Source: an optimization exercise on an open RTL-to-GDS flow (aim: small area and a short achievable clock period). Production flows keep margins and buffers that such runs may drop.
In this exercise RTL edits were held to simulation tests only and were not proved equivalent to the original.

==> module panda_alu, before the edit <==
module panda_alu (
  input  logic [ 3:0] operator_i,
  input  logic [31:0] operand_a_i,
  input  logic [31:0] operand_b_i,
  output logic [31:0] result_o
);
  logic adder_sub, arithmetic;
  logic en_add, en_and, en_or, en_xor, en_sll, en_sr;
  logic en_eq, en_ne, en_lt, en_ltu, en_ge, en_geu;
  panda_alu_decode i_decode (
    .operator_i  (operator_i),
    .adder_sub_o (adder_sub ),
    .arithmetic_o(arithmetic),
    .en_o        ({en_add, en_and, en_or, en_xor, en_sll, en_sr,
                   en_eq, en_ne, en_lt, en_ltu, en_ge, en_geu})
  );
  logic [31:0] p, g, t, sum;
  logic        carry;
  panda_adder i_adder (
    .operand_a_i(operand_a_i),
    .operand_b_i(operand_b_i),
    .subtract_i (adder_sub  ),
    .p_o        (p          ),
    .g_o        (g          ),
    .t_o        (t          ),
    .sum_o      (sum        ),
    .carry_o    (carry      )
  );
  logic [31:0] shift_left, shift_right;
  panda_shifter i_shifter (
    .arithmetic_i(arithmetic      ),
    .operand_i   (operand_a_i     ),
    .amount_i    (operand_b_i[4:0]),
    .left_o      (shift_left      ),
    .right_o     (shift_right     )
  );
  logic [31:0] e;
  logic [ 7:0] e8n;
  logic [ 3:0] e16;
  logic [ 1:0] e32n;
  logic        is_equal;
  panda_alu_xnor i_eq1 (.a_i(operand_a_i), .b_i(operand_b_i), .y_o(e));
  panda_alu_nand4 #(.N(8)) i_eq2 (.a_i(e), .y_no(e8n));
  panda_alu_nor2 #(.N(4)) i_eq3 (.a_ni(e8n), .y_o(e16));
  panda_alu_nand2 #(.N(2)) i_eq4 (.a_i(e16), .y_no(e32n));
  assign is_equal = ~(e32n[0] | e32n[1]);
  logic cmp1, cmp0;
  panda_alu_compare i_compare (
    .eq_i   (is_equal                            ),
    .signs_i(operand_a_i[31] ^ operand_b_i[31]   ),
    .en_i   ({en_eq, en_ne, en_lt, en_ltu, en_ge, en_geu}),
    .cmp1_o (cmp1                                ),
    .cmp0_o (cmp0                                )
  );
  logic [31:0] t1n, t2n, t3n;
  logic        t4n;
  panda_alu_aoi22 i_sel_add (.a_i(sum), .sa_i(en_add), .b_i(p), .sb_i(en_xor), .y_no(t1n));
  panda_alu_aoi22 i_sel_log (.a_i(g),   .sa_i(en_and), .b_i(t), .sb_i(en_or),  .y_no(t2n));
  panda_alu_aoi22 i_sel_sh  (.a_i(shift_left),  .sa_i(en_sll),
                             .b_i(shift_right), .sb_i(en_sr), .y_no(t3n));
  panda_alu_cmp_mux i_sel_cmp (.carry_i(carry), .cmp1_i(cmp1), .cmp0_i(cmp0), .y_no(t4n));
  panda_alu_nand i_sel_out (
    .t1n_i   (t1n     ),
    .t2n_i   (t2n     ),
    .t3n_i   (t3n     ),
    .t4n_i   (t4n     ),
    .result_o(result_o)
  );
endmodule
==> module panda_alu_compare, before the edit <==
module panda_alu_compare (
  input  logic        eq_i,       
  input  logic        signs_i,    
  input  logic [ 5:0] en_i,       
  output logic        cmp1_o,     
  output logic        cmp0_o      
);
  logic is_equal, en_eq, en_ne, en_lt, en_ltu, en_ge, en_geu;
  assign {en_eq, en_ne, en_lt, en_ltu, en_ge, en_geu} = en_i;
  assign is_equal = eq_i;
  logic eq_res;
  assign eq_res = (en_eq & is_equal) | (en_ne & ~is_equal);
  assign cmp1_o = eq_res | (en_lt & signs_i)  | (en_ge & ~signs_i) | en_geu;
  assign cmp0_o = eq_res | (en_lt & ~signs_i) | (en_ge & signs_i)  | en_ltu;
endmodule
==> module panda_alu_xnor, before the edit <==
module panda_alu_xnor (
  input  logic [31:0] a_i,
  input  logic [31:0] b_i,
  output logic [31:0] y_o
);
  assign y_o = ~(a_i ^ b_i);
endmodule
==> module panda_alu_nand4, before the edit <==
module panda_alu_nand4 #(
  parameter int N = 8
) (
  input  logic [4*N-1:0] a_i,
  output logic [  N-1:0] y_no
);
  for (genvar k = 0; k < N; k++) begin : g_k
    assign y_no[k] = ~(&a_i[4*k +: 4]);
  end
endmodule
==> module panda_alu_nor2, before the edit <==
module panda_alu_nor2 #(
  parameter int N = 4
) (
  input  logic [2*N-1:0] a_ni,
  output logic [  N-1:0] y_o
);
  for (genvar k = 0; k < N; k++) begin : g_k
    assign y_o[k] = ~(|a_ni[2*k +: 2]);
  end
endmodule
==> module panda_alu_nand2, before the edit <==
module panda_alu_nand2 #(
  parameter int N = 2
) (
  input  logic [2*N-1:0] a_i,
  output logic [  N-1:0] y_no
);
  for (genvar k = 0; k < N; k++) begin : g_k
    assign y_no[k] = ~(&a_i[2*k +: 2]);
  end
endmodule
export LEC_CHECK = 0
export CAP_MARGIN = 20
export CORE_MARGIN = 2
export CORE_UTILIZATION = 40
export CTS_CLUSTER_DIAMETER = 80
export CTS_CLUSTER_SIZE = 24
export SETUP_SLACK_MARGIN = 3.0
export SLEW_MARGIN = 20
export SYNTH_HIERARCHICAL = 1
export TNS_END_PERCENT = 10
create_clock -name core_clock -period 7.5 [get_ports {clk_i}]
run.sh (not shown) runs the stock make flow with config.mk's settings and CLKGATE_MAP_FILE= SYNTH_SCRIPT=/design/flow/synth_recipe.tcl, a recipe that flattens the netlist after the stock synthesis.
Change:
--- a/flow/design.v
+++ b/flow/design.v
@@ -248,17 +248,7 @@
     .right_o     (shift_right     )
   );
-  logic [31:0] e;
-  logic [ 7:0] e8n;
-  logic [ 3:0] e16;
-  logic [ 1:0] e32n;
-  logic        is_equal;
-  panda_alu_xnor i_eq1 (.a_i(operand_a_i), .b_i(operand_b_i), .y_o(e));
-  panda_alu_nand4 #(.N(8)) i_eq2 (.a_i(e), .y_no(e8n));
-  panda_alu_nor2 #(.N(4)) i_eq3 (.a_ni(e8n), .y_o(e16));
-  panda_alu_nand2 #(.N(2)) i_eq4 (.a_i(e16), .y_no(e32n));
-  assign is_equal = ~(e32n[0] | e32n[1]);
   logic cmp1, cmp0;
   panda_alu_compare i_compare (
-    .eq_i   (is_equal                            ),
+    .p_i    (p                                   ),
     .signs_i(operand_a_i[31] ^ operand_b_i[31]   ),
     .en_i   ({en_eq, en_ne, en_lt, en_ltu, en_ge, en_geu}),
@@ -305,5 +295,5 @@
 endmodule
 module panda_alu_compare (
-  input  logic        eq_i,       
+  input  logic [31:0] p_i,
   input  logic        signs_i,    
   input  logic [ 5:0] en_i,       
@@ -313,5 +303,5 @@
   logic is_equal, en_eq, en_ne, en_lt, en_ltu, en_ge, en_geu;
   assign {en_eq, en_ne, en_lt, en_ltu, en_ge, en_geu} = en_i;
-  assign is_equal = eq_i;
+  assign is_equal = &p_i;
   logic eq_res;
   assign eq_res = (en_eq & is_equal) | (en_ne & ~is_equal);
@@ -345,41 +335,4 @@
   assign result_o = ~(t1n_i & t2n_i & t3n_i & {31'h7fffffff, t4n_i});
 endmodule
-module panda_alu_xnor (
-  input  logic [31:0] a_i,
-  input  logic [31:0] b_i,
-  output logic [31:0] y_o
-);
-  assign y_o = ~(a_i ^ b_i);
-endmodule
-module panda_alu_nand4 #(
-  parameter int N = 8
-) (
-  input  logic [4*N-1:0] a_i,
-  output logic [  N-1:0] y_no
-);
-  for (genvar k = 0; k < N; k++) begin : g_k
-    assign y_no[k] = ~(&a_i[4*k +: 4]);
-  end
-endmodule
-module panda_alu_nor2 #(
-  parameter int N = 4
-) (
-  input  logic [2*N-1:0] a_ni,
-  output logic [  N-1:0] y_o
-);
-  for (genvar k = 0; k < N; k++) begin : g_k
-    assign y_o[k] = ~(|a_ni[2*k +: 2]);
-  end
-endmodule
-module panda_alu_nand2 #(
-  parameter int N = 2
-) (
-  input  logic [2*N-1:0] a_i,
-  output logic [  N-1:0] y_no
-);
-  for (genvar k = 0; k < N; k++) begin : g_k
-    assign y_no[k] = ~(&a_i[2*k +: 2]);
-  end
-endmodule
 module panda_rf_read #(
   parameter bit Extra = 1'b0    
The new run passed the timing, DRC and antenna checks.
Die area decreases slightly.
Flip-flop and latch count does not change.
Core utilization went down by 1.4 points.
Via count came out lower slightly.
Hold slack is better by 0.0056 ns.
Count of clock-buffer cells in the layout went down by 10.
Final area is lower by a few percent.
Worst setup slack is worse by 0.062 ns.
Critical path depth is unchanged.
Synthesized area falls slightly.
Non-clock buffer count fell by 147.
Fmax is lower slightly.
Clock skew is about the same.

## port drivers added, routing unchanged
No port has a modelled driver above. Below, the same layouts with a new extraction and two added sets of constraints. Step 1 assumes that a clkbuf_16 drives the clock port and a buf_2 every other input. Step 2 moves the port delays by t, midway between the first and last clock arrival at a register: inputs arrive t later, outputs are due t later. That takes back most of the time a late clock gives input paths. Slacks: no drivers / after step 1 / after step 2; pairs: no drivers / after step 1.
| run | t, ns | setup slack, ns | hold slack, ns | worst setup path at the end | worst register clock-pin slew, ns |
|---|---|---|---|---|---|
| the first run | 0.796 | 2.814 / 2.748 / 1.952 | 0.510 / 0.510 / 0.510 | input to register | 0.10 / 0.10 |
| the second run | 0.769 | 2.753 / 2.762 / 1.993 | 0.516 / 0.516 / 0.516 | input to register | 0.10 / 0.10 |
After both steps every run listed still meets setup and hold. The setup slack of the first run, which loses most, moves by -0.066 ns with the drivers and by -0.862 ns with both steps.
